What follows belongs to an exercise in optimizing a design on an open flow for small area, a short achievable clock period and few clock cycles per item; a production flow would make more cautious choices. Only simulation tests tie the RTL to the original design; equivalence was not proved.

Setup of Q:
## sigmoid_unit
module sigmoid_unit (
    input  wire               clk,
    input  wire               rst,
    input  wire               in_valid,
    input  wire signed [15:0] net_in,
    output wire               out_valid,
    output wire signed [31:0] f_net,
    output wire signed [31:0] x,
    output wire signed [31:0] y,
    output wire signed [31:0] z
);
For scale: roughly 0.011 sq mm of cells after synthesis.
clock: 62.0 ns
lec_check: 0
abc_area: 1
cap_margin: 20
core_margin: 2
core_utilization: 40
cts_buf_list: sky130_fd_sc_hd__clkbuf_4 sky130_fd_sc_hd__clkbuf_8
slew_margin: 20
standard.sh (not shown) runs the stock make flow with config.mk's settings and CLKGATE_MAP_FILE= SYNTH_SCRIPT=/design/flow/synth_recipe.tcl, a recipe that flattens the netlist after the stock synthesis.
==> flow/flow/run.sh <==
#!/bin/bash
set -euo pipefail
export BUFFER_PORTS_ARGS="-buffer_cell sky130_fd_sc_hd__buf_1"
export SKIP_REPAIR_TIE_FANOUT=1
export SETUP_SLACK_MARGIN=48.9
bash standard.sh > standard.log 2>&1
Testbench counts of Q, summed over its fixed seeds: cycles 16,024, items 16,000.
Edits applied to the flow inputs when going from Q to P:
Settings: swapping sky130_fd_sc_hd__clkbuf_4 sky130_fd_sc_hd__clkbuf_8 for sky130_fd_sc_hd__clkbuf_8 in CTS_BUF_LIST.
==> flow/flow/run.sh <==
#!/bin/bash
set -euo pipefail
export BUFFER_PORTS_ARGS="-buffer_cell sky130_fd_sc_hd__buf_1"
# one tie cell drives all constant outputs
export SKIP_REPAIR_TIE_FANOUT=1
bash standard.sh > standard.log 2>&1
Findings:
The higher minimum period implied by the final worst setup slack of Q and P is in P. Comparing Q and P, final core utilization is higher on Q. y[18] as the endpoint of the most critical setup path was reported by Q, and y[15] by P.

Starting RTL as in the previous note.
export LEC_CHECK = 0
export ABC_AREA = 1
export CAP_MARGIN = 20
export CORE_MARGIN = 2
export CORE_UTILIZATION = 40
export CTS_BUF_LIST = sky130_fd_sc_hd__clkbuf_4 sky130_fd_sc_hd__clkbuf_8
export SLEW_MARGIN = 20
create_clock -name core_clock -period 62.0 [get_ports {clk}]
==> flow/flow/run.sh <==
#!/bin/bash
set -euo pipefail
export BUFFER_PORTS_ARGS="-buffer_cell sky130_fd_sc_hd__buf_1"

bash standard.sh > standard.log 2>&1
Testbench counts at the start, summed over its fixed seeds: cycles 16,024, items 16,000.
==> next run, changes <==
==> flow/flow/run.sh (replaced) <==
#!/bin/bash
set -euo pipefail
export BUFFER_PORTS_ARGS="-buffer_cell sky130_fd_sc_hd__buf_1"
# one tie cell drives all constant outputs
export SKIP_REPAIR_TIE_FANOUT=1
bash standard.sh > standard.log 2>&1
--- a/flow/config.mk
+++ b/flow/config.mk
@@ -10,3 +10,3 @@
 export CORE_MARGIN = 2
-export CORE_UTILIZATION = 40
+export CORE_UTILIZATION = 60
 export CTS_BUF_LIST = sky130_fd_sc_hd__clkbuf_4 sky130_fd_sc_hd__clkbuf_8
Result: Via count goes up by 0.50%; setup slack gets worse by 0.041 ns; clock skew stays flat; register-to-register slack gets better by 0.14 ns; design area is lower by about 3%; core utilization came out higher by 20 points; count of clock-buffer cells in the layout came out lower by 3.

sigmoid_unit again, from the RTL that the note above started with.
clock: 62.0 ns
lec_check: 0
abc_area: 1
cap_margin: 20
core_margin: 2
core_utilization: 40
cts_buf_list: sky130_fd_sc_hd__clkbuf_4 sky130_fd_sc_hd__clkbuf_8
slew_margin: 20
==> flow/flow/run.sh <==
#!/bin/bash
set -euo pipefail
export BUFFER_PORTS_ARGS="-buffer_cell sky130_fd_sc_hd__buf_1"
# one tie cell drives all constant outputs
export SKIP_REPAIR_TIE_FANOUT=1
# stronger flip-flops where one drives several output buffers
export POST_GLOBAL_PLACE_TCL=$PWD/flow/upsize_out_ff.tcl UPSIZE_FF4_MIN=4 UPSIZE_FF2_MIN=2
bash standard.sh > standard.log 2>&1
==> flow/flow/upsize_out_ff.tcl <==
# Give the flip-flops that drive several output-port buffers (the copies of
# the sign bits, and the z bits that also drive f_net) a stronger drive.
set block [ord::get_db_block]
set n_up 0
foreach inst [$block getInsts] {
  if {[[$inst getMaster] getName] ne "sky130_fd_sc_hd__dfxtp_1"} { continue }
  set q [$inst findITerm Q]
  set net [$q getNet]
  if {$net eq "NULL"} { continue }
  set nout 0
  foreach it [$net getITerms] {
    if {[string match "output*" [[$it getInst] getName]]} { incr nout }
  }
  if {$nout >= $::env(UPSIZE_FF4_MIN)} {
    replace_cell [$inst getName] sky130_fd_sc_hd__dfxtp_4
    incr n_up
  } elseif {$nout >= $::env(UPSIZE_FF2_MIN)} {
    replace_cell [$inst getName] sky130_fd_sc_hd__dfxtp_2
    incr n_up
  }
}
puts "upsize_out_ff: resized $n_up flip-flops"
Testbench counts at the start, summed over its fixed seeds: cycles 16,024, items 16,000.
Edit:
==> flow/flow/run.sh (replaced) <==
#!/bin/bash
set -euo pipefail
export BUFFER_PORTS_ARGS="-buffer_cell sky130_fd_sc_hd__buf_2"
bash standard.sh > standard.log 2>&1
--- a/flow/config.mk
+++ b/flow/config.mk
@@ -11,3 +11,4 @@
 export CORE_UTILIZATION = 40
-export CTS_BUF_LIST = sky130_fd_sc_hd__clkbuf_4 sky130_fd_sc_hd__clkbuf_8
+export CTS_CLUSTER_DIAMETER = 500
+export CTS_CLUSTER_SIZE = 100
 export SLEW_MARGIN = 20
removed: flow/flow/upsize_out_ff.tcl
Result: Design area grows by 3.4%. Clock skew shrinks by 0.0095 ns. Die area stays the same.
Edit:
==> flow/flow/run.sh (replaced) <==
#!/bin/bash
set -euo pipefail
export BUFFER_PORTS_ARGS="-buffer_cell sky130_fd_sc_hd__buf_1"
bash standard.sh > standard.log 2>&1
--- a/flow/config.mk
+++ b/flow/config.mk
@@ -11,4 +11,2 @@
 export CORE_UTILIZATION = 40
-export CTS_CLUSTER_DIAMETER = 500
-export CTS_CLUSTER_SIZE = 100
 export SLEW_MARGIN = 20
The new run passed the timing, DRC and antenna checks.
Routed wire length rises by 0.55%.
Cell area falls by 1.3%.
Global-route usage rises by 0.25 points.
Final cell count stays flat.
Clock skew is about the same.
Utilization falls by 0.58 points.
Edit:
==> flow/flow/run.sh (replaced) <==
#!/bin/bash
set -euo pipefail
export BUFFER_PORTS_ARGS="-buffer_cell sky130_fd_sc_hd__buf_1"
# one tie cell drives all constant outputs
export SKIP_REPAIR_TIE_FANOUT=1
bash standard.sh > standard.log 2>&1
--- a/flow/config.mk
+++ b/flow/config.mk
@@ -11,2 +11,3 @@
 export CORE_UTILIZATION = 40
+export CTS_BUF_LIST = sky130_fd_sc_hd__clkbuf_4 sky130_fd_sc_hd__clkbuf_8
 export SLEW_MARGIN = 20
- setup slack degrades by 0.037 ns
- clock-buffer cell count stays the same
- wire length drops by 2.2%
- fmax hardly moves
- core utilization drops by 0.91 points
- global-route usage drops by 0.22 points
- via count drops by 1.9%
- first-iteration DRC count climbs by 3.7%

sigmoid_unit again, from the RTL that the note above started with.
==> flow/config.mk <==
export PLATFORM = sky130hd
export DESIGN_NAME = sigmoid_unit
export DESIGN_NICKNAME = sigmoid_unit
export VERILOG_FILES = /design/flow/design.v
export SDC_FILE = /design/flow/constraint.sdc
export NUM_CORES = 4
export LEC_CHECK = 0
export ABC_AREA = 1
export CAP_MARGIN = 20
export CORE_MARGIN = 2
export CORE_UTILIZATION = 40
export CTS_BUF_LIST = sky130_fd_sc_hd__clkbuf_4 sky130_fd_sc_hd__clkbuf_8
export SLEW_MARGIN = 20
==> flow/constraint.sdc <==
create_clock -name core_clock -period 62.0 [get_ports {clk}]
set_input_delay 12.4000 -clock core_clock [delete_from_list [all_inputs] [get_ports {clk}]]
set_output_delay 12.4000 -clock core_clock [all_outputs]
set_load 0.01 [all_outputs]
==> flow/flow/run.sh <==
#!/bin/bash
set -euo pipefail
export BUFFER_PORTS_ARGS="-buffer_cell sky130_fd_sc_hd__buf_1"
export SKIP_REPAIR_TIE_FANOUT=1
export SETUP_SLACK_MARGIN=49.3
bash standard.sh > standard.log 2>&1
Testbench counts at the start, summed over its fixed seeds: cycles 16,024, items 16,000.
Change:
==> flow/flow/run.sh (replaced) <==
#!/bin/bash
set -euo pipefail
export BUFFER_PORTS_ARGS="-buffer_cell sky130_fd_sc_hd__buf_1"
# one tie cell drives all constant outputs
export SKIP_REPAIR_TIE_FANOUT=1
bash standard.sh > standard.log 2>&1
Settings changed: CTS_BUF_LIST sky130_fd_sc_hd__clkbuf_4 sky130_fd_sc_hd__clkbuf_8 to default.
The new run completed with no timing, DRC or antenna violations.
Hold slack is about the same.
Routed wire length decreases by a few percent.
First-iteration DRC count decreases by about a fifth.
Utilization decreases by 2.1 points.

port drivers added, routing unchanged:
No port has a modelled driver above. Below, the same layouts with a new extraction and two added sets of constraints.
Step 1 (the two cells are an assumption about what drives the block):
set clk [get_ports {clk}]
set_driving_cell -lib_cell sky130_fd_sc_hd__clkbuf_16 $clk
set_driving_cell -lib_cell sky130_fd_sc_hd__buf_2 [delete_from_list [all_inputs] $clk]
Step 2 times the ports against the registers' clock, not the clock port: input delays grow and output delays shrink by t, the midpoint of the rising clock arrivals with the driver on.
Slacks: no drivers / after step 1 / after step 2; pairs: no drivers / after step 1.
run	shift t [ns]	setup slack, ns	clock arrival spread, ns	worst data-port slew with drivers (ns)
Q	0.424	48.717 / 48.677 / 49.101	0.026 / 0.026	0.03
P	0.423	48.658 / 48.618 / 49.042	0.025 / 0.025	0.03
the first run of note 2	0.416	48.658 / 48.621 / 49.037	0.020 / 0.020	0.03
the second run of note 2	0.434	48.616 / 48.581 / 49.015	0.021 / 0.021	0.04
the first run of note 3	0.432	48.696 / 48.653 / 49.085	0.023 / 0.024	0.03
the second run of note 3	0.403	48.725 / 48.677 / 49.080	0.015 / 0.015	0.03
the third run of note 3	0.390	48.695 / 48.654 / 49.043	0.013 / 0.013	0.03
the fourth run of note 3	0.424	48.659 / 48.619 / 49.043	0.026 / 0.026	0.03
the first run of note 4	0.442	48.681 / 48.640 / 49.082	0.024 / 0.024	0.03
the second run of note 4	0.396	48.697 / 48.651 / 49.047	0.017 / 0.018	0.03
After both steps setup and hold are still met in every run listed.
